Background: an optimization exercise with open tools, aiming at small area, a short achievable clock period and few clock cycles per item. Do not read the settings as production practice.
No functional check of the RTL was part of any run shown here.
Power figures rest on the tool's default switching activity, not on a simulated workload.

==> flow/design.v (outline; a module is shown in full before it is edited, if it fits) <==
// module wallace_multi: 1534 lines
// module mao21: 3 lines
// module mxor2: 3 lines
// module mfa: 4 lines
// module mha: 4 lines
// module mbs: 5 lines
// module ma22oi: 3 lines
// module mxnor: 3 lines
module wallace_multi (
    input clk,
    input rst,
    input [15:0] a,
    input [15:0] b,
    output reg [31:0] p,
    output reg done
);
  // ...
==> flow/flow/run.sh <==
#!/bin/bash
set -euo pipefail
export BUFFER_PORTS_ARGS="-buffer_cell sky130_fd_sc_hd__buf_1"
bash standard.sh ABC_LOAD_IN_FF=1 finish > orfs_make.log 2>&1
==> flow/standard.sh <==
#!/bin/bash
# synth_recipe.tcl (not shown) runs the flow's synth.tcl, then flattens the netlist and writes it again
# the make line also repeats each setting of config.mk as NAME=value (left out here)
make -C /OpenROAD-flow-scripts/flow DESIGN_CONFIG=/design/flow/config.mk WORK_HOME=/design/flow/orfs CLKGATE_MAP_FILE= SYNTH_SCRIPT=/design/flow/synth_recipe.tcl "${@:-finish}"
==> flow/config.mk <==
export PLATFORM = sky130hd
export DESIGN_NAME = wallace_multi
export DESIGN_NICKNAME = wallace_multi
export VERILOG_FILES = /design/flow/design.v
export SDC_FILE = /design/flow/constraint.sdc
export NUM_CORES = 4
export LEC_CHECK = 0
export CAP_MARGIN = 20
export CORE_MARGIN = 2
export CORE_UTILIZATION = 40
export CTS_BUF_LIST = sky130_fd_sc_hd__clkbuf_8
export CTS_CLUSTER_DIAMETER = 80
export CTS_CLUSTER_SIZE = 16
export SETUP_SLACK_MARGIN = 1.9
export SLEW_MARGIN = 20
export SYNTH_HIERARCHICAL = 1
==> flow/constraint.sdc <==
create_clock -name core_clock -period 4.0 [get_ports {clk}]
set_input_delay 0.8000 -clock core_clock [delete_from_list [all_inputs] [get_ports {clk}]]
set_output_delay 0.8000 -clock core_clock [all_outputs]
set_load 0.01 [all_outputs]
==> metrics.md, run 1 <==
| Metric | Value |
|---|---|
| Aggregate global routing overflow | `0` |
| Most common cell after layout, fill and taps aside | `dfxtp_1` |
| Highest attainable clock frequency | `482 MHz` |
| Wire length of the first global-routing pass | `37.5 mm` |
| Sequential cell count | `227` |
| Post-detailed-route DRC marker count | `0` |
| Cell variety after synth | `21` |
| Post-layout total power | `9.08 mW` |
| Register-to-register setup slack | `1930 ps` |
| Main power-consuming group | `combinational logic` |
| Xor and xnor fraction of the mapped netlist area | `14.3%` |
| Leading cell kind | `multi-input gates` |
| Vias per cell | `5.11` |
| I/O pin count | `67` |
| Status | `timing/DRC/antenna clean` |
| Share of the synthesized area in the top cell type | `41.9%` |
| Reg-to-reg startpoint | `r282$_DFF_P_` |
| Hold buffers post-CTS | `0` |
| Kind of capture point of the worst setup path | `register` |
| Portion of the clock cycle consumed by the worst path in the final layout | `about 52%` |
| Static leakage power | `4.87 nW` |
| Routed via count | `6472` |
| Register with the highest flop count | `p` |
| Switching share of total power | `35.6%` |
| Antenna violations before repair | `0` |
| Combinational group share of total power | `45.6%` |
| Mux share of post-synthesis cell area | `0%` |
| Maximum cell stage delay along the critical path | `around 500 ps` |
| Hold Worst Slack | `92.6 ps` |
| Largest registers in the final layout | `p x32, v x3` |
| ANT cells | `0` |
| Max Slew Vio Count | `0` |
| Layout buffer count excluding clock buffers | `91` |
| Internal power summed over all cells | `~5.9 mW` |
| Reg2reg end | `r713$_DFF_P_` |
| Multi-input gates | `575` |
| Vias in the first global route | `6966` |
| Primary flip-flop cell chosen by synthesis mapping | `dfxtp_1` |
| Synth top area cells | `dfxtp_1 (42%), fa_1 (22%), xnor2_1 (11%)` |
| RD Place Congestion | `~0.84` |
| Mapped Nets | `between 1000 and 1500` |
| Max_cap viols | `0` |
| Crit path required time | `4440 ps` |
| Final-layout fill cell count | `~2400` |
==> module mbs, before the edit <==
module mbs (input one, input a1, input two, input a0, input neg, output x);
    wire m;
    ma22oi u0 (.a(one), .b(a1), .c(two), .d(a0), .y(m));
    mxnor u1 (.a(m), .b(neg), .y(x));
endmodule
==> run 2: changes to the inputs <==
--- a/flow/design.v
+++ b/flow/design.v
@@ -109,40 +109,38 @@
     wire c485;
     wire c487;
     wire c489;
     wire c491;
     wire c496;
     wire c499;
     wire c501;
     wire c503;
-    wire c505;
-    wire c509;
+    wire c508;
     wire c511;
     wire c513;
     wire c515;
-    wire c520;
-    wire c522;
-    wire c524;
-    wire c529;
-    wire c531;
-    wire c533;
-    wire c538;
-    wire c540;
-    wire c542;
-    wire c544;
+    wire c517;
+    wire c521;
+    wire c523;
+    wire c525;
+    wire c530;
+    wire c532;
+    wire c534;
+    wire c539;
+    wire c541;
     wire c546;
     wire c548;
     wire c550;
     wire c552;
     wire c554;
     wire c556;
     wire c558;
-    wire c561;
-    wire c563;
+    wire c560;
+    wire c562;
     wire c565;
     wire c567;
     wire c569;
     wire c571;
     wire c573;
     wire c575;
     wire c577;
     wire c579;
@@ -151,18 +149,20 @@
     wire c585;
     wire c587;
     wire c589;
     wire c591;
     wire c593;
     wire c595;
     wire c597;
     wire c599;
-    wire c602;
-    wire c606;
+    wire c601;
+    wire c603;
+    wire c605;
+    wire c608;
     wire c610;
     wire c612;
     wire n1;
     wire n2;
     wire n3;
     wire n4;
     wire n5;
     wire n6;
@@ -342,155 +342,155 @@
     wire n220;
     wire n221;
     wire n222;
     wire n223;
     wire n613;
     wire n614;
     wire n615;
     wire n616;
-    wire n619;
-    wire n621;
+    wire n620;
     wire n622;
     wire n623;
     wire n624;
     wire n625;
     wire n626;
     wire n627;
     wire n628;
-    wire n631;
-    wire n635;
-    wire n637;
+    wire n629;
+    wire n632;
+    wire n636;
     wire n638;
     wire n639;
     wire n640;
     wire n641;
     wire n642;
     wire n643;
     wire n644;
     wire n645;
     wire n646;
     wire n647;
     wire n648;
     wire n649;
-    wire n652;
-    wire n653;
+    wire n650;
     wire n654;
-    wire n655;
     wire n656;
     wire n657;
     wire n658;
     wire n659;
+    wire n660;
+    wire n661;
     wire n662;
-    wire n664;
+    wire n665;
     wire n667;
-    wire n668;
-    wire n669;
     wire n670;
     wire n671;
     wire n672;
     wire n673;
     wire n674;
+    wire n675;
     wire n676;
-    wire n678;
-    wire n680;
-    wire n682;
+    wire n677;
+    wire n679;
+    wire n681;
+    wire n683;
     wire n685;
-    wire n686;
-    wire n687;
     wire n688;
+    wire n689;
     wire n690;
-    wire n692;
+    wire n691;
+    wire n693;
     wire n695;
-    wire n696;
-    wire n697;
     wire n698;
     wire n699;
     wire n700;
     wire n701;
     wire n702;
     wire n703;
     wire n704;
+    wire n705;
+    wire n706;
     wire n707;
-    wire n708;
-    wire n709;
     wire n710;
     wire n711;
     wire n712;
+    wire n713;
     wire n714;
+    wire n715;
     wire n716;
     wire n717;
     wire n718;
-    wire n721;
+    wire n719;
     wire n722;
-    wire n725;
+    wire n723;
     wire n726;
-    wire n729;
+    wire n727;
     wire n730;
     wire n731;
     wire n732;
     wire n733;
     wire n734;
     wire n735;
     wire n736;
     wire n737;
     wire n738;
     wire n739;
     wire n740;
-    wire n743;
+    wire n741;
     wire n744;
     wire n745;
     wire n746;
     wire n747;
     wire n748;
-    wire n751;
+    wire n749;
     wire n752;
-    wire n755;
+    wire n753;
     wire n756;
-    wire n759;
+    wire n757;
     wire n760;
-    wire n763;
+    wire n761;
     wire n764;
-    wire n767;
+    wire n765;
     wire n768;
-    wire n771;
+    wire n769;
     wire n772;
-    wire n775;
+    wire n773;
     wire n776;
     wire n777;
     wire n778;
     wire n779;
     wire n780;
     wire n781;
     wire n782;
     wire n783;
     wire n784;
     wire n785;
     wire n786;
     wire n787;
     wire n788;
-    wire n790;
+    wire n789;
     wire n791;
     wire n792;
     wire n793;
     wire n794;
     wire n795;
-    wire n797;
+    wire n796;
     wire n798;
-    wire n800;
+    wire n799;
     wire n801;
-    wire n803;
+    wire n802;
     wire n804;
-    wire n806;
+    wire n805;
     wire n807;
-    wire n809;
+    wire n808;
     wire n810;
-    wire n812;
+    wire n811;
     wire n813;
-    wire n815;
+    wire n814;
+    wire n816;
     reg r16;
     reg r17;
     reg r18;
     reg r20;
     reg r21;
     reg r23;
     reg r25;
     reg r27;
@@ -585,109 +585,110 @@
     reg r478;
     reg r479;
     reg r480;
     reg r483;
     reg r492;
     reg r493;
     reg r494;
     reg r497;
+    reg r504;
+    reg r505;
     reg r506;
-    reg r507;
-    reg r516;
-    reg r517;
+    reg r509;
     reg r518;
-    reg r525;
+    reg r519;
     reg r526;
     reg r527;
-    reg r534;
+    reg r528;
     reg r535;
     reg r536;
-    reg r559;
-    reg r600;
-    reg r603;
-    reg r604;
-    reg r607;
-    reg r608;
+    reg r537;
+    reg r542;
+    reg r543;
+    reg r544;
+    reg r563;
+    reg r606;
     reg r617;
     reg r618;
-    reg r620;
-    reg r629;
+    reg r619;
+    reg r621;
     reg r630;
-    reg r632;
+    reg r631;
     reg r633;
     reg r634;
-    reg r636;
-    reg r650;
+    reg r635;
+    reg r637;
     reg r651;
-    reg r660;
-    reg r661;
+    reg r652;
+    reg r653;
+    reg r655;
     reg r663;
-    reg r665;
+    reg r664;
     reg r666;
-    reg r675;
-    reg r677;
-    reg r679;
-    reg r681;
-    reg r683;
+    reg r668;
+    reg r669;
+    reg r678;
+    reg r680;
+    reg r682;
     reg r684;
-    reg r689;
-    reg r691;
-    reg r693;
+    reg r686;
+    reg r687;
+    reg r692;
     reg r694;
-    reg r705;
-    reg r706;
-    reg r713;
-    reg r715;
-    reg r719;
+    reg r696;
+    reg r697;
+    reg r708;
+    reg r709;
     reg r720;
-    reg r723;
+    reg r721;
     reg r724;
-    reg r727;
+    reg r725;
     reg r728;
-    reg r741;
+    reg r729;
     reg r742;
-    reg r749;
+    reg r743;
     reg r750;
-    reg r753;
+    reg r751;
     reg r754;
-    reg r757;
+    reg r755;
     reg r758;
-    reg r761;
+    reg r759;
     reg r762;
-    reg r765;
+    reg r763;
     reg r766;
-    reg r769;
+    reg r767;
     reg r770;
-    reg r773;
+    reg r771;
     reg r774;
-    reg r789;
-    reg r796;
-    reg r799;
-    reg r802;
-    reg r805;
-    reg r808;
-    reg r811;
-    reg r814;
-    reg r816;
+    reg r775;
+    reg r790;
+    reg r797;
+    reg r800;
+    reg r803;
+    reg r806;
+    reg r809;
+    reg r812;
+    reg r815;
     reg r817;
     reg r818;
     reg r819;
     reg r820;
     reg r821;
     reg r822;
     reg r823;
     reg r824;
     reg r825;
     reg r826;
     reg r827;
     reg r828;
     reg r829;
     reg r830;
     reg r831;
+    reg r832;
     wire s224;
     wire s226;
     wire s228;
     wire s230;
     wire s232;
     wire s234;
     wire s236;
     wire s238;
@@ -786,40 +787,38 @@
     wire s484;
     wire s486;
     wire s488;
     wire s490;
     wire s495;
     wire s498;
     wire s500;
     wire s502;
-    wire s504;
-    wire s508;
+    wire s507;
     wire s510;
     wire s512;
     wire s514;
-    wire s519;
-    wire s521;
-    wire s523;
-    wire s528;
-    wire s530;
-    wire s532;
-    wire s537;
-    wire s539;
-    wire s541;
-    wire s543;
+    wire s516;
+    wire s520;
+    wire s522;
+    wire s524;
+    wire s529;
+    wire s531;
+    wire s533;
+    wire s538;
+    wire s540;
     wire s545;
     wire s547;
     wire s549;
     wire s551;
     wire s553;
     wire s555;
     wire s557;
-    wire s560;
-    wire s562;
+    wire s559;
+    wire s561;
     wire s564;
     wire s566;
     wire s568;
     wire s570;
     wire s572;
     wire s574;
     wire s576;
     wire s578;
@@ -828,18 +827,20 @@
     wire s584;
     wire s586;
     wire s588;
     wire s590;
     wire s592;
     wire s594;
     wire s596;
     wire s598;
-    wire s601;
-    wire s605;
+    wire s600;
+    wire s602;
+    wire s604;
+    wire s607;
     wire s609;
     wire s611;
     assign n1 = b[1] & ~b[0];
     assign n2 = b[2] ^ b[1];
     assign n3 = (b[3] & ~b[2] & ~b[1]) | (~b[3] & b[2] & b[1]);
     assign n4 = b[4] ^ b[3];
     assign n5 = (b[5] & ~b[4] & ~b[3]) | (~b[5] & b[4] & b[3]);
     assign n6 = b[6] ^ b[5];
@@ -1058,21 +1059,21 @@
     assign n217 = ~n201;
     assign n218 = ~n204;
     assign n219 = ~n206;
     assign n220 = ~n208;
     assign n221 = ~n210;
     assign n222 = ~n212;
     assign n223 = ~n214;
     mha us224 (.a(r54), .b(n24), .s(s224), .co(c225));
-    mha us226 (.a(n26), .b(n57), .s(s226), .co(c227));
+    mfa us226 (.a(n26), .b(n57), .c(c225), .s(s226), .co(c227));
     mfa us228 (.a(r75), .b(n28), .c(n58), .s(s228), .co(c229));
-    mha us230 (.a(n76), .b(c227), .s(s230), .co(c231));
+    mha us230 (.a(n76), .b(s228), .s(s230), .co(c231));
     mfa us232 (.a(n30), .b(n59), .c(n78), .s(s232), .co(c233));
-    mfa us234 (.a(c229), .b(s232), .c(c231), .s(s234), .co(c235));
+    mha us234 (.a(c229), .b(s232), .s(s234), .co(c235));
     mfa us236 (.a(r96), .b(n32), .c(n60), .s(s236), .co(c237));
     mfa us238 (.a(n79), .b(n97), .c(c233), .s(s238), .co(c239));
     mfa us244 (.a(n34), .b(n61), .c(n80), .s(s244), .co(c245));
     mfa us246 (.a(n99), .b(c237), .c(s244), .s(s246), .co(c247));
     mfa us252 (.a(r117), .b(n36), .c(n62), .s(s252), .co(c253));
     mfa us254 (.a(n81), .b(n100), .c(n118), .s(s254), .co(c255));
     mfa us256 (.a(c245), .b(s252), .c(s254), .s(s256), .co(c257));
     mfa us262 (.a(n38), .b(n63), .c(n82), .s(s262), .co(c263));
@@ -1128,49 +1129,48 @@
     mfa us472 (.a(n219), .b(n114), .c(n133), .s(s472), .co(c473));
     mfa us474 (.a(n152), .b(n171), .c(n190), .s(s474), .co(c475));
     mfa us476 (.a(c457), .b(c459), .c(s472), .s(s476), .co(c477));
     mfa us486 (.a(n115), .b(n207), .c(n206), .s(s486), .co(c487));
     mfa us488 (.a(n134), .b(n153), .c(n172), .s(s488), .co(c489));
     mfa us490 (.a(n191), .b(s486), .c(c473), .s(s490), .co(c491));
     mfa us500 (.a(n220), .b(n135), .c(n154), .s(s500), .co(c501));
     mfa us502 (.a(n173), .b(n192), .c(c487), .s(s502), .co(c503));
-    mfa us504 (.a(c489), .b(s500), .c(s502), .s(s504), .co(c505));
-    mfa us510 (.a(n136), .b(n209), .c(n208), .s(s510), .co(c511));
-    mfa us512 (.a(n155), .b(n174), .c(n193), .s(s512), .co(c513));
-    mfa us514 (.a(s510), .b(c501), .c(s512), .s(s514), .co(c515));
-    mfa us521 (.a(n221), .b(n156), .c(n175), .s(s521), .co(c522));
-    mfa us523 (.a(n194), .b(c511), .c(c513), .s(s523), .co(c524));
-    mfa us530 (.a(n157), .b(n211), .c(n210), .s(s530), .co(c531));
-    mfa us532 (.a(n176), .b(n195), .c(s530), .s(s532), .co(c533));
-    mfa us539 (.a(n222), .b(n177), .c(n196), .s(s539), .co(c540));
-    mfa us541 (.a(c531), .b(s539), .c(c533), .s(s541), .co(c542));
-    mfa us543 (.a(n178), .b(n213), .c(n212), .s(s543), .co(c544));
-    mfa us545 (.a(n197), .b(s543), .c(c540), .s(s545), .co(c546));
-    mfa us547 (.a(n223), .b(n198), .c(c544), .s(s547), .co(c548));
-    mfa us549 (.a(n199), .b(n215), .c(n214), .s(s549), .co(c550));
-    mha us551 (.a(n19), .b(r18), .s(s551), .co(c552));
-    mha us553 (.a(n55), .b(s224), .s(s553), .co(c554));
-    mha us555 (.a(c225), .b(s226), .s(s555), .co(c556));
-    mha us557 (.a(s228), .b(s230), .s(s557), .co(c558));
-    mha us611 (.a(c548), .b(s549), .s(s611), .co(c612));
-    assign n613 = n22 & c552;
-    assign n614 = n22 & s551;
-    mao21 un615 (.g(c556), .p(s555), .c(c554), .y(n615));
-    assign n616 = s555 & s553;
-    mao21 un654 (.g(n615), .p(n616), .c(n613), .y(n654));
-    assign n655 = n616 & n614;
-    mao21 un731 (.g(c554), .p(s553), .c(n613), .y(n731));
-    assign n732 = s553 & n614;
-    mxor2 un777 (.a(n22), .b(c552), .y(n777));
-    mxor2 un778 (.a(s553), .b(n613), .y(n778));
-    mxor2 un779 (.a(s555), .b(n731), .y(n779));
+    mfa us512 (.a(n136), .b(n209), .c(n208), .s(s512), .co(c513));
+    mfa us514 (.a(n155), .b(n174), .c(n193), .s(s514), .co(c515));
+    mfa us516 (.a(s512), .b(c501), .c(s514), .s(s516), .co(c517));
+    mfa us522 (.a(n221), .b(n156), .c(n175), .s(s522), .co(c523));
+    mfa us524 (.a(n194), .b(c513), .c(c515), .s(s524), .co(c525));
+    mfa us531 (.a(n157), .b(n211), .c(n210), .s(s531), .co(c532));
+    mfa us533 (.a(n176), .b(n195), .c(s531), .s(s533), .co(c534));
+    mfa us540 (.a(n222), .b(n177), .c(n196), .s(s540), .co(c541));
+    mfa us547 (.a(n178), .b(n213), .c(n212), .s(s547), .co(c548));
+    mfa us549 (.a(n197), .b(s547), .c(c541), .s(s549), .co(c550));
+    mfa us551 (.a(n223), .b(n198), .c(c548), .s(s551), .co(c552));
+    mfa us553 (.a(n199), .b(n215), .c(n214), .s(s553), .co(c554));
+    mha us555 (.a(n19), .b(r18), .s(s555), .co(c556));
+    mha us557 (.a(n55), .b(s224), .s(s557), .co(c558));
+    mha us559 (.a(c227), .b(s230), .s(s559), .co(c560));
+    mha us561 (.a(c231), .b(s234), .s(s561), .co(c562));
+    mha us609 (.a(c550), .b(s551), .s(s609), .co(c610));
+    mha us611 (.a(c552), .b(s553), .s(s611), .co(c612));
+    assign n613 = n22 & c556;
+    assign n614 = n22 & s555;
+    assign n615 = s226 & c558;
+    assign n616 = s226 & s557;
+    mao21 un657 (.g(n615), .p(n616), .c(n613), .y(n657));
+    assign n658 = n616 & n614;
+    mao21 un732 (.g(c558), .p(s557), .c(n613), .y(n732));
+    assign n733 = s557 & n614;
+    mxor2 un778 (.a(n22), .b(c556), .y(n778));
+    mxor2 un779 (.a(s557), .b(n613), .y(n779));
+    mxor2 un780 (.a(s226), .b(n732), .y(n780));
     always @(posedge clk) begin
         r240 <= s236;
-        r241 <= s238;
+        r241 <= c235;
         r248 <= c239;
         r249 <= s246;
         r258 <= c247;
         r259 <= s256;
         r266 <= c255;
         r267 <= s262;
         r268 <= c257;
         r271 <= s264;
@@ -1211,56 +1211,59 @@
         r432 <= c411;
         r433 <= c413;
         r434 <= s428;
         r437 <= s430;
         r448 <= c429;
         r449 <= c431;
         r450 <= s444;
         r453 <= s446;
-        r464 <= s460;
-        r465 <= c445;
+        r464 <= c445;
+        r465 <= s460;
         r466 <= c447;
         r469 <= s462;
         r478 <= s474;
         r479 <= c461;
         r480 <= c463;
         r483 <= s476;
         r492 <= c475;
         r493 <= s488;
         r494 <= c477;
         r497 <= s490;
-        r506 <= c491;
-        r507 <= s504;
-        r516 <= c503;
-        r517 <= s514;
-        r518 <= c505;
-        r525 <= s521;
-        r526 <= c515;
-        r527 <= s523;
-        r534 <= c522;
-        r535 <= s532;
-        r536 <= c524;
-        r559 <= c235;
-        r600 <= s541;
-        r603 <= c542;
-        r604 <= s545;
-        r607 <= c546;
-        r608 <= s547;
-        r617 <= s234;
-        r618 <= c558;
-        r620 <= s557;
-        r650 <= c612;
-        r651 <= s611;
-        r675 <= n654;
-        r677 <= n655;
-        r816 <= s551;
-        r818 <= n777;
-        r820 <= n778;
-        r822 <= n779;
+        r504 <= c489;
+        r505 <= s500;
+        r506 <= s502;
+        r509 <= c491;
+        r518 <= c503;
+        r519 <= s516;
+        r526 <= s522;
+        r527 <= c517;
+        r528 <= s524;
+        r535 <= c523;
+        r536 <= c525;
+        r537 <= s533;
+        r542 <= c532;
+        r543 <= s540;
+        r544 <= c534;
+        r563 <= s238;
+        r606 <= s549;
+        r617 <= c562;
+        r618 <= s561;
+        r619 <= c560;
+        r621 <= s559;
+        r651 <= c612;
+        r652 <= s611;
+        r653 <= c610;
+        r655 <= s609;
+        r678 <= n657;
+        r680 <= n658;
+        r817 <= s555;
+        r819 <= n778;
+        r821 <= n779;
+        r823 <= n780;
     end
     mha us242 (.a(r240), .b(r241), .s(s242), .co(c243));
     mha us250 (.a(r248), .b(r249), .s(s250), .co(c251));
     mha us260 (.a(r258), .b(r259), .s(s260), .co(c261));
     mfa us269 (.a(r266), .b(r267), .c(r268), .s(s269), .co(c270));
     mha us272 (.a(r271), .b(c261), .s(s272), .co(c273));
     mfa us283 (.a(r280), .b(r281), .c(r282), .s(s283), .co(c284));
     mfa us285 (.a(c270), .b(s283), .c(c273), .s(s285), .co(c286));
@@ -1289,243 +1292,242 @@
     mfa us451 (.a(r448), .b(r449), .c(r450), .s(s451), .co(c452));
     mfa us454 (.a(r453), .b(c436), .c(s451), .s(s454), .co(c455));
     mfa us467 (.a(r464), .b(r465), .c(r466), .s(s467), .co(c468));
     mfa us470 (.a(r469), .b(c452), .c(s467), .s(s470), .co(c471));
     mfa us481 (.a(r478), .b(r479), .c(r480), .s(s481), .co(c482));
     mfa us484 (.a(r483), .b(c468), .c(s481), .s(s484), .co(c485));
     mfa us495 (.a(r492), .b(r493), .c(r494), .s(s495), .co(c496));
     mfa us498 (.a(r497), .b(c482), .c(s495), .s(s498), .co(c499));
-    mfa us508 (.a(r506), .b(r507), .c(c496), .s(s508), .co(c509));
-    mfa us519 (.a(r516), .b(r517), .c(r518), .s(s519), .co(c520));
-    mfa us528 (.a(r525), .b(r526), .c(r527), .s(s528), .co(c529));
-    mfa us537 (.a(r534), .b(r535), .c(r536), .s(s537), .co(c538));
-    mha us560 (.a(r559), .b(s242), .s(s560), .co(c561));
-    mha us562 (.a(c243), .b(s250), .s(s562), .co(c563));
-    mha us564 (.a(c251), .b(s260), .s(s564), .co(c565));
-    mha us566 (.a(s269), .b(s272), .s(s566), .co(c567));
-    mha us568 (.a(c286), .b(s298), .s(s568), .co(c569));
-    mha us570 (.a(c299), .b(s313), .s(s570), .co(c571));
-    mha us572 (.a(s328), .b(s330), .s(s572), .co(c573));
-    mha us574 (.a(c349), .b(s366), .s(s574), .co(c575));
-    mha us576 (.a(c367), .b(s385), .s(s576), .co(c577));
-    mha us578 (.a(c386), .b(s402), .s(s578), .co(c579));
-    mha us580 (.a(c403), .b(s420), .s(s580), .co(c581));
-    mha us582 (.a(c421), .b(s438), .s(s582), .co(c583));
-    mha us584 (.a(c439), .b(s454), .s(s584), .co(c585));
-    mha us586 (.a(c455), .b(s470), .s(s586), .co(c587));
-    mha us588 (.a(c471), .b(s484), .s(s588), .co(c589));
-    mha us590 (.a(c485), .b(s498), .s(s590), .co(c591));
-    mha us592 (.a(c499), .b(s508), .s(s592), .co(c593));
-    mha us594 (.a(c509), .b(s519), .s(s594), .co(c595));
-    mha us596 (.a(c520), .b(s528), .s(s596), .co(c597));
-    mha us598 (.a(c529), .b(s537), .s(s598), .co(c599));
-    mha us601 (.a(c538), .b(r600), .s(s601), .co(c602));
-    mha us605 (.a(r603), .b(r604), .s(s605), .co(c606));
-    mha us609 (.a(r607), .b(r608), .s(s609), .co(c610));
-    assign n619 = r617 & r618;
-    assign n621 = r617 & r620;
-    mao21 un622 (.g(c563), .p(s562), .c(c561), .y(n622));
-    assign n623 = s562 & s560;
-    mao21 un624 (.g(c567), .p(s566), .c(c565), .y(n624));
-    assign n625 = s566 & s564;
-    assign n626 = s568 & s285;
-    mao21 un627 (.g(c573), .p(s572), .c(c571), .y(n627));
-    assign n628 = s572 & s570;
-    mao21 un638 (.g(c583), .p(s582), .c(c581), .y(n638));
-    assign n639 = s582 & s580;
-    mao21 un640 (.g(c587), .p(s586), .c(c585), .y(n640));
-    assign n641 = s586 & s584;
-    mao21 un642 (.g(c591), .p(s590), .c(c589), .y(n642));
-    assign n643 = s590 & s588;
-    mao21 un644 (.g(c595), .p(s594), .c(c593), .y(n644));
-    assign n645 = s594 & s592;
-    mao21 un646 (.g(c599), .p(s598), .c(c597), .y(n646));
-    assign n647 = s598 & s596;
-    mao21 un648 (.g(c606), .p(s605), .c(c602), .y(n648));
-    assign n649 = s605 & s601;
-    mao21 un652 (.g(r650), .p(r651), .c(c610), .y(n652));
-    assign n653 = r651 & s609;
-    mao21 un656 (.g(n622), .p(n623), .c(n619), .y(n656));
-    assign n657 = n623 & n621;
-    mao21 un658 (.g(c569), .p(n626), .c(n624), .y(n658));
-    assign n659 = n626 & n625;
-    mao21 un669 (.g(n642), .p(n643), .c(n640), .y(n669));
-    assign n670 = n643 & n641;
-    mao21 un671 (.g(n646), .p(n647), .c(n644), .y(n671));
-    assign n672 = n647 & n645;
-    mao21 un673 (.g(n652), .p(n653), .c(n648), .y(n673));
-    assign n674 = n653 & n649;
-    mao21 un676 (.g(n656), .p(n657), .c(r675), .y(n676));
-    assign n678 = n657 & r677;
-    mao21 un687 (.g(n673), .p(n674), .c(n671), .y(n687));
-    assign n688 = n674 & n672;
-    mao21 un701 (.g(n658), .p(n659), .c(n676), .y(n701));
-    assign n702 = n659 & n678;
-    mao21 un709 (.g(n619), .p(n621), .c(r675), .y(n709));
-    assign n710 = n621 & r677;
-    mao21 un711 (.g(n624), .p(n625), .c(n676), .y(n711));
-    assign n712 = n625 & n678;
-    mao21 un733 (.g(r618), .p(r620), .c(r675), .y(n733));
-    assign n734 = r620 & r677;
-    mao21 un735 (.g(c561), .p(s560), .c(n709), .y(n735));
-    assign n736 = s560 & n710;
-    mao21 un737 (.g(c565), .p(s564), .c(n676), .y(n737));
-    assign n738 = s564 & n678;
-    assign n739 = s285 & n711;
-    assign n740 = s285 & n712;
-    mxor2 un780 (.a(r620), .b(r675), .y(n780));
-    mxor2 un781 (.a(r617), .b(n733), .y(n781));
-    mxor2 un782 (.a(s560), .b(n709), .y(n782));
-    mxor2 un783 (.a(s562), .b(n735), .y(n783));
-    mxor2 un784 (.a(s564), .b(n676), .y(n784));
-    mxor2 un785 (.a(s566), .b(n737), .y(n785));
-    mxor2 un786 (.a(s285), .b(n711), .y(n786));
-    mxor2 un787 (.a(s568), .b(n739), .y(n787));
+    mfa us507 (.a(r504), .b(r505), .c(r506), .s(s507), .co(c508));
+    mfa us510 (.a(r509), .b(c496), .c(s507), .s(s510), .co(c511));
+    mfa us520 (.a(r518), .b(r519), .c(c508), .s(s520), .co(c521));
+    mfa us529 (.a(r526), .b(r527), .c(r528), .s(s529), .co(c530));
+    mfa us538 (.a(r535), .b(r536), .c(r537), .s(s538), .co(c539));
+    mfa us545 (.a(r542), .b(r543), .c(r544), .s(s545), .co(c546));
+    mha us564 (.a(r563), .b(s242), .s(s564), .co(c565));
+    mha us566 (.a(c243), .b(s250), .s(s566), .co(c567));
+    mha us568 (.a(c251), .b(s260), .s(s568), .co(c569));
+    mha us570 (.a(s269), .b(s272), .s(s570), .co(c571));
+    mha us572 (.a(c286), .b(s298), .s(s572), .co(c573));
+    mha us574 (.a(c299), .b(s313), .s(s574), .co(c575));
+    mha us576 (.a(s328), .b(s330), .s(s576), .co(c577));
+    mha us578 (.a(c349), .b(s366), .s(s578), .co(c579));
+    mha us580 (.a(c367), .b(s385), .s(s580), .co(c581));
+    mha us582 (.a(c386), .b(s402), .s(s582), .co(c583));
+    mha us584 (.a(c403), .b(s420), .s(s584), .co(c585));
+    mha us586 (.a(c421), .b(s438), .s(s586), .co(c587));
+    mha us588 (.a(c439), .b(s454), .s(s588), .co(c589));
+    mha us590 (.a(c455), .b(s470), .s(s590), .co(c591));
+    mha us592 (.a(c471), .b(s484), .s(s592), .co(c593));
+    mha us594 (.a(c485), .b(s498), .s(s594), .co(c595));
+    mha us596 (.a(c499), .b(s510), .s(s596), .co(c597));
+    mha us598 (.a(c511), .b(s520), .s(s598), .co(c599));
+    mha us600 (.a(c521), .b(s529), .s(s600), .co(c601));
+    mha us602 (.a(c530), .b(s538), .s(s602), .co(c603));
+    mha us604 (.a(c539), .b(s545), .s(s604), .co(c605));
+    mha us607 (.a(c546), .b(r606), .s(s607), .co(c608));
+    mao21 un620 (.g(r617), .p(r618), .c(r619), .y(n620));
+    assign n622 = r618 & r621;
+    mao21 un623 (.g(c567), .p(s566), .c(c565), .y(n623));
+    assign n624 = s566 & s564;
+    mao21 un625 (.g(c571), .p(s570), .c(c569), .y(n625));
+    assign n626 = s570 & s568;
+    assign n627 = s572 & s285;
+    mao21 un628 (.g(c577), .p(s576), .c(c575), .y(n628));
+    assign n629 = s576 & s574;
+    mao21 un639 (.g(c587), .p(s586), .c(c585), .y(n639));
+    assign n640 = s586 & s584;
+    mao21 un641 (.g(c591), .p(s590), .c(c589), .y(n641));
+    assign n642 = s590 & s588;
+    mao21 un643 (.g(c595), .p(s594), .c(c593), .y(n643));
+    assign n644 = s594 & s592;
+    mao21 un645 (.g(c599), .p(s598), .c(c597), .y(n645));
+    assign n646 = s598 & s596;
+    mao21 un647 (.g(c603), .p(s602), .c(c601), .y(n647));
+    assign n648 = s602 & s600;
+    mao21 un649 (.g(c608), .p(s607), .c(c605), .y(n649));
+    assign n650 = s607 & s604;
+    mao21 un654 (.g(r651), .p(r652), .c(r653), .y(n654));
+    assign n656 = r652 & r655;
+    mao21 un659 (.g(n623), .p(n624), .c(n620), .y(n659));
+    assign n660 = n624 & n622;
+    mao21 un661 (.g(c573), .p(n627), .c(n625), .y(n661));
+    assign n662 = n627 & n626;
+    mao21 un672 (.g(n643), .p(n644), .c(n641), .y(n672));
+    assign n673 = n644 & n642;
+    mao21 un674 (.g(n647), .p(n648), .c(n645), .y(n674));
+    assign n675 = n648 & n646;
+    mao21 un676 (.g(n654), .p(n656), .c(n649), .y(n676));
+    assign n677 = n656 & n650;
+    mao21 un679 (.g(n659), .p(n660), .c(r678), .y(n679));
+    assign n681 = n660 & r680;
+    mao21 un690 (.g(n676), .p(n677), .c(n674), .y(n690));
+    assign n691 = n677 & n675;
+    mao21 un712 (.g(n620), .p(n622), .c(r678), .y(n712));
+    assign n713 = n622 & r680;
+    mao21 un714 (.g(n625), .p(n626), .c(n679), .y(n714));
+    assign n715 = n626 & n681;
+    mao21 un734 (.g(r619), .p(r621), .c(r678), .y(n734));
+    assign n735 = r621 & r680;
+    mao21 un736 (.g(c565), .p(s564), .c(n712), .y(n736));
+    assign n737 = s564 & n713;
+    mao21 un738 (.g(c569), .p(s568), .c(n679), .y(n738));
+    assign n739 = s568 & n681;
+    assign n740 = s285 & n714;
+    assign n741 = s285 & n715;
+    mxor2 un781 (.a(r621), .b(r678), .y(n781));
+    mxor2 un782 (.a(r618), .b(n734), .y(n782));
+    mxor2 un783 (.a(s564), .b(n712), .y(n783));
+    mxor2 un784 (.a(s566), .b(n736), .y(n784));
+    mxor2 un785 (.a(s568), .b(n679), .y(n785));
+    mxor2 un786 (.a(s570), .b(n738), .y(n786));
+    mxor2 un787 (.a(s285), .b(n714), .y(n787));
+    mxor2 un788 (.a(s572), .b(n740), .y(n788));
     always @(posedge clk) begin
-        r629 <= s574;
-        r630 <= s348;
-        r632 <= c579;
-        r633 <= s578;
-        r634 <= c577;
-        r636 <= s576;
-        r660 <= c575;
-        r661 <= n627;
-        r663 <= n628;
-        r665 <= n638;
-        r666 <= n639;
-        r679 <= n658;
-        r681 <= n659;
-        r683 <= n669;
-        r684 <= n670;
-        r689 <= n676;
-        r691 <= n678;
-        r693 <= n687;
-        r694 <= n688;
-        r705 <= n671;
-        r706 <= n672;
-        r713 <= n701;
-        r715 <= n702;
-        r719 <= n640;
+        r630 <= s578;
+        r631 <= s348;
+        r633 <= c583;
+        r634 <= s582;
+        r635 <= c581;
+        r637 <= s580;
+        r663 <= c579;
+        r664 <= n628;
+        r666 <= n629;
+        r668 <= n639;
+        r669 <= n640;
+        r682 <= n661;
+        r684 <= n662;
+        r686 <= n672;
+        r687 <= n673;
+        r692 <= n679;
+        r694 <= n681;
+        r696 <= n690;
+        r697 <= n691;
+        r708 <= n674;
+        r709 <= n675;
         r720 <= n641;
-        r723 <= n644;
+        r721 <= n642;
         r724 <= n645;
-        r727 <= n648;
+        r725 <= n646;
         r728 <= n649;
-        r741 <= c571;
-        r742 <= s570;
-        r749 <= c581;
-        r750 <= s580;
-        r753 <= c585;
-        r754 <= s584;
-        r757 <= c589;
-        r758 <= s588;
-        r761 <= c593;
-        r762 <= s592;
-        r765 <= c597;
-        r766 <= s596;
-        r769 <= c602;
-        r770 <= s601;
-        r773 <= c610;
-        r774 <= s609;
-        r789 <= s572;
-        r796 <= s582;
-        r799 <= s586;
-        r802 <= s590;
-        r805 <= s594;
-        r808 <= s598;
-        r811 <= s605;
-        r814 <= r651;
-        r817 <= r816;
-        r819 <= r818;
-        r821 <= r820;
-        r823 <= r822;
-        r824 <= n780;
+        r729 <= n650;
+        r742 <= c575;
+        r743 <= s574;
+        r750 <= c585;
+        r751 <= s584;
+        r754 <= c589;
+        r755 <= s588;
+        r758 <= c593;
+        r759 <= s592;
+        r762 <= c597;
+        r763 <= s596;
+        r766 <= c601;
+        r767 <= s600;
+        r770 <= c605;
+        r771 <= s604;
+        r774 <= r653;
+        r775 <= r655;
+        r790 <= s576;
+        r797 <= s586;
+        r800 <= s590;
+        r803 <= s594;
+        r806 <= s598;
+        r809 <= s602;
+        r812 <= s607;
+        r815 <= r652;
+        r818 <= r817;
+        r820 <= r819;
+        r822 <= r821;
+        r824 <= r823;
         r825 <= n781;
         r826 <= n782;
         r827 <= n783;
         r828 <= n784;
         r829 <= n785;
         r830 <= n786;
         r831 <= n787;
+        r832 <= n788;
     end
-    assign n631 = r629 & r630;
-    mao21 un635 (.g(r632), .p(r633), .c(r634), .y(n635));
-    assign n637 = r633 & r636;
-    mao21 un662 (.g(r660), .p(n631), .c(r661), .y(n662));
-    assign n664 = n631 & r663;
-    mao21 un667 (.g(r665), .p(r666), .c(n635), .y(n667));
-    assign n668 = r666 & n637;
-    mao21 un680 (.g(n662), .p(n664), .c(r679), .y(n680));
-    assign n682 = n664 & r681;
-    mao21 un685 (.g(r683), .p(r684), .c(n667), .y(n685));
-    assign n686 = r684 & n668;
-    mao21 un690 (.g(n680), .p(n682), .c(r689), .y(n690));
-    assign n692 = n682 & r691;
-    mao21 un695 (.g(r693), .p(r694), .c(n685), .y(n695));
-    assign n696 = r694 & n686;
-    mao21 un697 (.g(n695), .p(n696), .c(n690), .y(n697));
-    assign n698 = n696 & n692;
-    mao21 un699 (.g(n685), .p(n686), .c(n690), .y(n699));
-    assign n700 = n686 & n692;
-    mao21 un703 (.g(n667), .p(n668), .c(n690), .y(n703));
-    assign n704 = n668 & n692;
-    mao21 un707 (.g(r705), .p(r706), .c(n699), .y(n707));
-    assign n708 = r706 & n700;
-    mao21 un714 (.g(r661), .p(r663), .c(r713), .y(n714));
-    assign n716 = r663 & r715;
-    mao21 un717 (.g(n635), .p(n637), .c(n690), .y(n717));
-    assign n718 = n637 & n692;
-    mao21 un721 (.g(r719), .p(r720), .c(n703), .y(n721));
-    assign n722 = r720 & n704;
-    mao21 un725 (.g(r723), .p(r724), .c(n699), .y(n725));
-    assign n726 = r724 & n700;
-    mao21 un729 (.g(r727), .p(r728), .c(n707), .y(n729));
-    assign n730 = r728 & n708;
-    mao21 un743 (.g(r741), .p(r742), .c(r713), .y(n743));
-    assign n744 = r742 & r715;
-    assign n745 = r630 & n714;
-    assign n746 = r630 & n716;
-    mao21 un747 (.g(r634), .p(r636), .c(n690), .y(n747));
-    assign n748 = r636 & n692;
-    mao21 un751 (.g(r749), .p(r750), .c(n717), .y(n751));
-    assign n752 = r750 & n718;
-    mao21 un755 (.g(r753), .p(r754), .c(n703), .y(n755));
-    assign n756 = r754 & n704;
-    mao21 un759 (.g(r757), .p(r758), .c(n721), .y(n759));
-    assign n760 = r758 & n722;
-    mao21 un763 (.g(r761), .p(r762), .c(n699), .y(n763));
-    assign n764 = r762 & n700;
-    mao21 un767 (.g(r765), .p(r766), .c(n725), .y(n767));
-    assign n768 = r766 & n726;
-    mao21 un771 (.g(r769), .p(r770), .c(n707), .y(n771));
-    assign n772 = r770 & n708;
-    mao21 un775 (.g(r773), .p(r774), .c(n729), .y(n775));
-    assign n776 = r774 & n730;
-    mxor2 un788 (.a(r742), .b(r713), .y(n788));
-    mxor2 un790 (.a(r789), .b(n743), .y(n790));
-    mxor2 un791 (.a(r630), .b(n714), .y(n791));
-    mxor2 un792 (.a(r629), .b(n745), .y(n792));
-    mxor2 un793 (.a(r636), .b(n690), .y(n793));
-    mxor2 un794 (.a(r633), .b(n747), .y(n794));
-    mxor2 un795 (.a(r750), .b(n717), .y(n795));
-    mxor2 un797 (.a(r796), .b(n751), .y(n797));
-    mxor2 un798 (.a(r754), .b(n703), .y(n798));
-    mxor2 un800 (.a(r799), .b(n755), .y(n800));
-    mxor2 un801 (.a(r758), .b(n721), .y(n801));
-    mxor2 un803 (.a(r802), .b(n759), .y(n803));
-    mxor2 un804 (.a(r762), .b(n699), .y(n804));
-    mxor2 un806 (.a(r805), .b(n763), .y(n806));
-    mxor2 un807 (.a(r766), .b(n725), .y(n807));
-    mxor2 un809 (.a(r808), .b(n767), .y(n809));
-    mxor2 un810 (.a(r770), .b(n707), .y(n810));
-    mxor2 un812 (.a(r811), .b(n771), .y(n812));
-    mxor2 un813 (.a(r774), .b(n729), .y(n813));
-    mxor2 un815 (.a(r814), .b(n775), .y(n815));
-    always @(posedge clk) p <= {n815, n813, n812, n810, n809, n807, n806, n804, n803, n801, n800, n798, n797, n795, n794, n793, n792, n791, n790, n788, r831, r830, r829, r828, r827, r826, r825, r824, r823, r821, r819, r817};
+    assign n632 = r630 & r631;
+    mao21 un636 (.g(r633), .p(r634), .c(r635), .y(n636));
+    assign n638 = r634 & r637;
+    mao21 un665 (.g(r663), .p(n632), .c(r664), .y(n665));
+    assign n667 = n632 & r666;
+    mao21 un670 (.g(r668), .p(r669), .c(n636), .y(n670));
+    assign n671 = r669 & n638;
+    mao21 un683 (.g(n665), .p(n667), .c(r682), .y(n683));
+    assign n685 = n667 & r684;
+    mao21 un688 (.g(r686), .p(r687), .c(n670), .y(n688));
+    assign n689 = r687 & n671;
+    mao21 un693 (.g(n683), .p(n685), .c(r692), .y(n693));
+    assign n695 = n685 & r694;
+    mao21 un698 (.g(r696), .p(r697), .c(n688), .y(n698));
+    assign n699 = r697 & n689;
+    mao21 un700 (.g(n698), .p(n699), .c(n693), .y(n700));
+    assign n701 = n699 & n695;
+    mao21 un702 (.g(n688), .p(n689), .c(n693), .y(n702));
+    assign n703 = n689 & n695;
+    mao21 un704 (.g(r682), .p(r684), .c(r692), .y(n704));
+    assign n705 = r684 & r694;
+    mao21 un706 (.g(n670), .p(n671), .c(n693), .y(n706));
+    assign n707 = n671 & n695;
+    mao21 un710 (.g(r708), .p(r709), .c(n702), .y(n710));
+    assign n711 = r709 & n703;
+    mao21 un716 (.g(r664), .p(r666), .c(n704), .y(n716));
+    assign n717 = r666 & n705;
+    mao21 un718 (.g(n636), .p(n638), .c(n693), .y(n718));
+    assign n719 = n638 & n695;
+    mao21 un722 (.g(r720), .p(r721), .c(n706), .y(n722));
+    assign n723 = r721 & n707;
+    mao21 un726 (.g(r724), .p(r725), .c(n702), .y(n726));
+    assign n727 = r725 & n703;
+    mao21 un730 (.g(r728), .p(r729), .c(n710), .y(n730));
+    assign n731 = r729 & n711;
+    mao21 un744 (.g(r742), .p(r743), .c(n704), .y(n744));
+    assign n745 = r743 & n705;
+    assign n746 = r631 & n716;
+    assign n747 = r631 & n717;
+    mao21 un748 (.g(r635), .p(r637), .c(n693), .y(n748));
+    assign n749 = r637 & n695;
+    mao21 un752 (.g(r750), .p(r751), .c(n718), .y(n752));
+    assign n753 = r751 & n719;
+    mao21 un756 (.g(r754), .p(r755), .c(n706), .y(n756));
+    assign n757 = r755 & n707;
+    mao21 un760 (.g(r758), .p(r759), .c(n722), .y(n760));
+    assign n761 = r759 & n723;
+    mao21 un764 (.g(r762), .p(r763), .c(n702), .y(n764));
+    assign n765 = r763 & n703;
+    mao21 un768 (.g(r766), .p(r767), .c(n726), .y(n768));
+    assign n769 = r767 & n727;
+    mao21 un772 (.g(r770), .p(r771), .c(n710), .y(n772));
+    assign n773 = r771 & n711;
+    mao21 un776 (.g(r774), .p(r775), .c(n730), .y(n776));
+    assign n777 = r775 & n731;
+    mxor2 un789 (.a(r743), .b(n704), .y(n789));
+    mxor2 un791 (.a(r790), .b(n744), .y(n791));
+    mxor2 un792 (.a(r631), .b(n716), .y(n792));
+    mxor2 un793 (.a(r630), .b(n746), .y(n793));
+    mxor2 un794 (.a(r637), .b(n693), .y(n794));
+    mxor2 un795 (.a(r634), .b(n748), .y(n795));
+    mxor2 un796 (.a(r751), .b(n718), .y(n796));
+    mxor2 un798 (.a(r797), .b(n752), .y(n798));
+    mxor2 un799 (.a(r755), .b(n706), .y(n799));
+    mxor2 un801 (.a(r800), .b(n756), .y(n801));
+    mxor2 un802 (.a(r759), .b(n722), .y(n802));
+    mxor2 un804 (.a(r803), .b(n760), .y(n804));
+    mxor2 un805 (.a(r763), .b(n702), .y(n805));
+    mxor2 un807 (.a(r806), .b(n764), .y(n807));
+    mxor2 un808 (.a(r767), .b(n726), .y(n808));
+    mxor2 un810 (.a(r809), .b(n768), .y(n810));
+    mxor2 un811 (.a(r771), .b(n710), .y(n811));
+    mxor2 un813 (.a(r812), .b(n772), .y(n813));
+    mxor2 un814 (.a(r775), .b(n730), .y(n814));
+    mxor2 un816 (.a(r815), .b(n776), .y(n816));
+    always @(posedge clk) p <= {n816, n814, n813, n811, n810, n808, n807, n805, n804, n802, n801, n799, n798, n796, n795, n794, n793, n792, n791, n789, r832, r831, r830, r829, r828, r827, r826, r825, r824, r822, r820, r818};
     reg [2:0] v;
     always @(posedge clk or negedge rst) begin
         if (!rst) begin
             v <= 3'b0;
             done <= 1'b0;
         end else begin
             v <= {v[1:0], 1'b1};
             done <= v[2];
@@ -1543,17 +1545,17 @@
     assign co = (a & b) | (a & c) | (b & c);
 endmodule
 module mha (input a, input b, output s, output co);
     assign s = a ^ b;
     assign co = a & b;
 endmodule
 module mbs (input one, input a1, input two, input a0, input neg, output x);
     wire m;
-    ma22oi u0 (.a(one), .b(a1), .c(two), .d(a0), .y(m));
-    mxnor u1 (.a(m), .b(neg), .y(x));
+    ma22o u0 (.a(one), .b(a1), .c(two), .d(a0), .y(m));
+    mxor u1 (.a(m), .b(neg), .y(x));
 endmodule
-module ma22oi (input a, input b, input c, input d, output y);
-    assign y = ~((a & b) | (c & d));
+module ma22o (input a, input b, input c, input d, output y);
+    assign y = (a & b) | (c & d);
 endmodule
-module mxnor (input a, input b, output y);
-    assign y = ~(a ^ b);
+module mxor (input a, input b, output y);
+    assign y = a ^ b;
 endmodule
==> flow/flow/run.sh (replaced) <==
#!/bin/bash
set -euo pipefail
export BUFFER_PORTS_ARGS="-buffer_cell sky130_fd_sc_hd__buf_1"
bash standard.sh finish > orfs_make.log 2>&1
==> run 2 against run 1 <==
Against the previous run:
- count of clock-buffer cells in the layout is the same
- clock power grew 9%
- global-route usage shrank 0.23 points
- worst setup slack gained 22 ps
- synthesized area grew 1.9%
- non-clock buffer count shrank 10
- worst hold slack lost 17 ps
- largest cell class unchanged
==> metrics.md, run 2 <==
| Metric | Value |
|---|---|
| Synthesized-area fraction occupied by ao, oa, aoi and oai cells | `13.2%` |
| Area after DPL | `0.0115 sq mm` |
| Static leakage power | `5.37 nW (+10%)` |
| Most common cell after layout, fill and taps aside | `dfxtp_1` |
| Mux share of post-synthesis cell area | `0% (unchanged)` |
| Worst setup path category | `reg2reg` |
| Data arrival time of the critical path | `2470 ps` |
| Ys async rst share | `around 1.7%` |
| Xor and xnor fraction of the mapped netlist area | `14.0% (-0.26 points)` |
| Detailed placement HPWL | `about 16 mm` |
| Number of clock sinks seen by CTS | `229` |
| Primary flip-flop cell chosen by synthesis mapping | `dfxtp_1` |
| Share of synthesized cell area in and, or, nand and nor gates | `3.76%` |
| Most frequent cells after synthesis | `dfxtp_1 (225), xor2_1 (158), a22o_1 (120), fa_1 (115), a21o_1 (46)` |
| Aggregate global routing overflow | `0 (unchanged)` |
| Type of the tightest min-delay check | `in2async` |
| Ratio of cells with drive above 1 in the final layout | `between 10% and 20%` |
| Final layout net count | `~1100` |
| Detailed Routing Iterations Pass 1 | `4` |
| Die W | `between 150 and 200 um` |
| RD Place Congestion | `0.853 (+1.5%)` |
| Power density cells | `736 mW/mm^2` |
| ANT cells | `0 (unchanged)` |
| Vias per cell | `5.06 (-1.0%)` |
| IO Port Bufs | `66` |
| Post-detailed-route DRC marker count | `0 (unchanged)` |
| Post-layout total power | `9.01 mW (-0.81%)` |
| Peak supply drop | `388 uV` |
| Max Slew Vio Count | `0 (unchanged)` |
| Number of enable flip-flop cells after synthesis | `0` |
| Max_cap viols | `0 (unchanged)` |
| Routed length per instance | `between 15 and 20 um` |
| Root Driver | `clkbuf_8` |
| Largest fanout on the critical path | `3` |
| Mapped Nets | `1011 (+0.30%)` |
| Final routed wirelength across all metal layers | `23.0 mm` |
| Portion of the clock cycle consumed by the worst path in the final layout | `51.3% (-0.56 points)` |
| Post-Synth Adder-Cell Area | `25.7%` |
| Count of final hold-check violations | `0` |
| Die height | `roughly 170 um` |
| Post-synthesis sequential element count | `229` |
| Clock buffer count from CTS | `18` |
| Sequence of cells on the critical path | `fa_1 > fa_1 > ha_4 > a21o_1 > a21o_1` |
| Routed via count | `6395 (-1.2%)` |
| Die Footprint | `0.0285 sq mm` |
| Slowest stage cell on the critical path | `fa_1` |
| Crit path required time | `4420 ps (-20 ps)` |
| Vias in the first global route | `6818 (-2.1%)` |
| Final-layout fill cell count | `2404 (-1.5%)` |
| Portion of the post-synthesis area used by sequential elements | `42.4%` |
| Setup TNS | `0 ps` |
| Final min period | `roughly 2100 ps` |
| Cell variety after synth | `20 (-4.8%)` |
| Dominant combinational cell family by area after synthesis | `adder cells` |
| Maximum cell stage delay along the critical path | `540 ps (+40 ps)` |
| Highest attainable clock frequency | `487 MHz (+1.1%)` |
| Register with the highest flop count | `p` |
| Synth top area cells | `dfxtp_1 (41%), fa_1 (21%), xor2_1 (13%)` |
| Tot GR Track Use | `16.6%` |
| Starting Density | `40.5%` |
| Synthesized cell area | `0.0109 sq mm` |
| I/O pin count | `67 (unchanged)` |
| PnR worst setup slack | `1950 ps` |
| Post-Place Setup Slack | `1610 ps` |
| Antenna violations before repair | `0 (unchanged)` |
| DRC violation total after the first TritonRoute iteration | `around 320` |
| Share of the synthesized area in the top cell type | `41.5% (-0.40 points)` |
| Number of H-tree branching levels | `1` |
| Gate count after technology mapping | `823` |
| Wire length of the first global-routing pass | `37.0 mm (-1.3%)` |
| Unrepaired setup endpoints after global routing | `true` |
| Leading cell type by number of instances after synthesis | `dfxtp_1` |
| Hold buffers post-CTS | `0 (unchanged)` |
| Clock skew | `21.9 ps` |
| Pin count of the biggest net entering global routing | `20` |
| Leading cell types in the layout, fill and taps excluded | `dfxtp_1 (181), xor2_1 (158), a22o_1 (120)` |
| Status | `timing/DRC/antenna clean` |
| Final Instance Area | `0.0122 sq mm` |
| CTS tree | `built` |
| Maximum clock path buffer count | `3` |
| Synth warn | `7` |
| Dominant cell type by area after synthesis | `dfxtp_1` |
| Setup violators final | `0` |
| Largest registers in the final layout | `p x32, v x3` |
| Kind of capture point of the worst setup path | `register` |
| Std-Cell Rows | `60` |
| Area added between synthesis and finish | `12.8%` |
| Core region area | `0.0268 sq mm` |
| Insertion delay to the later sink of the worst-skew pair | `530 ps` |
| Number of nets still failing antenna checks after routing | `0` |
| Mean instance size in the synthesized netlist | `about 13 sq um` |
| Max reg flops | `32` |
| Crit path launch type | `register` |
| Clock slew at reported path FFs | `approximately 100 ps` |
-- run 2: path summary, 6_finish.rpt --
path	slack (ps)	from	to	cells after the start
min	80	rst	done$_DFF_PN0_	1
min in group core_clock	320	r826$_DFF_P_	p[5]$_DFF_P_	0
max in group asynchronous	3750	rst	v[1]$_DFF_PN0_	1
max reg2reg	1950	r466$_DFF_P_	r686$_DFF_P_	5
min reg2reg	320	r826$_DFF_P_	p[5]$_DFF_P_	0
max	1950	r466$_DFF_P_	r686$_DFF_P_	5
-- run 2: repair_timing --
action,in CTS,in global routing
pin swaps,9,7
hold endpoints to repair,0,0
endpoints found under the setup margin,67,32
buffers inserted,7,8
gates resized for setup,51,36
-- run 2: report_power, final --
group | internal [mW] | switching [mW] | total [mW] | leakage, nW
Sequential | 3.27 | 0.518 | 3.78 | 1.96
Clock | 0.564 | 0.711 | 1.27 | 0.179
Combinational | 2.04 | 1.91 | 3.95 | 3.24
-- run 2: layer usage --
metal	track usage (%)	vias up	part of all wire, %
met5	0	-	0
met4	6.52	0	3.1
met3	2.83	39	5.9
met2	27.6	215	48
met1	21.6	3142	43
li1	-	2999	-
-- run 2: worst max-delay path: cells and delay by family (launching register included) --
| family | cells | cell delay, ps |
|---|---|---|
| AO/OA/AOI/OAI | 2 | 340 |
| flip-flops | 1 | 400 |
| adder cells (fa/ha/maj) | 3 | 1200 |
-- run 2: cells by family (layout without fill, tap and decap cells) --
kind of cell / after synthesis / count (layout)
compound gates: 173 / 173
xor+xnor: 174 / 174
fa+ha+maj: 154 / 154
buf+inv: 19 / 120
flops: 229 / 229
other cells: 1 / 1
simple gates: 73 / 73
-- run 2: cell type report --
type / instances / area [sq um] / share of cell area [%]
multi-input combinational: 575 / 6240 / 51.0
sequential: 229 / 4760 / 38.9
timing repair buffer: 81 / 430 / 3.52
tap: 341 / 427 / 3.48
clock buffer: 19 / 262 / 2.14
clock inverter: 5 / 72.6 / 0.593
inverter: 15 / 56.3 / 0.460
-- run 2: stage by stage --
stage,instances,hold slack (ps),utilization (%)
after floorplan,823,310,-
after global placement,1226,310,42.9
after CTS,1257,32.6,44.8
after global routing,1265,50.7,45.7
final,1265,75.1,45.7
after detailed placement,1226,312,42.9
-- run 2: per-module statistics from Yosys, one instance, submodules excluded, a selection --
module	cells inside	times used	area, sq um
wallace_multi	352	1	5350
mfa	1	115	20.0
mha	1	39	12.5
ma22o	1	120	8.76
mxor	1	120	8.76
mxor2	1	31	8.76
mao21	1	46	7.51

## port drivers added, routing unchanged
Ports are ideal in the flow. The routed layouts listed here were re-timed in OpenROAD. Step 1 (the two cells are an assumption about what drives the block):
set clk [get_ports {clk}]
set_driving_cell -lib_cell sky130_fd_sc_hd__clkbuf_16 $clk
set_driving_cell -lib_cell sky130_fd_sc_hd__buf_2 [delete_from_list [all_inputs] $clk]
Step 2, shift: input delay + t, output delay - t, t = (earliest + latest rising clock arrival at the registers) / 2. This alone moves slack from input paths to output paths. Three values: ideal ports, drivers, drivers and shift; two values: the first two.
run | shift t [ns] | slack for setup (ns) | clock arrival spread, ns | slew at the worst register clock pin (ns)
run 1 | 0.571 | 1.926 / 1.926 / 1.926 | 0.033 / 0.033 | 0.11 / 0.11
run 2 | 0.570 | 1.949 / 1.949 / 1.949 | 0.026 / 0.025 | 0.10 / 0.10
After both steps every run listed still meets setup and hold.
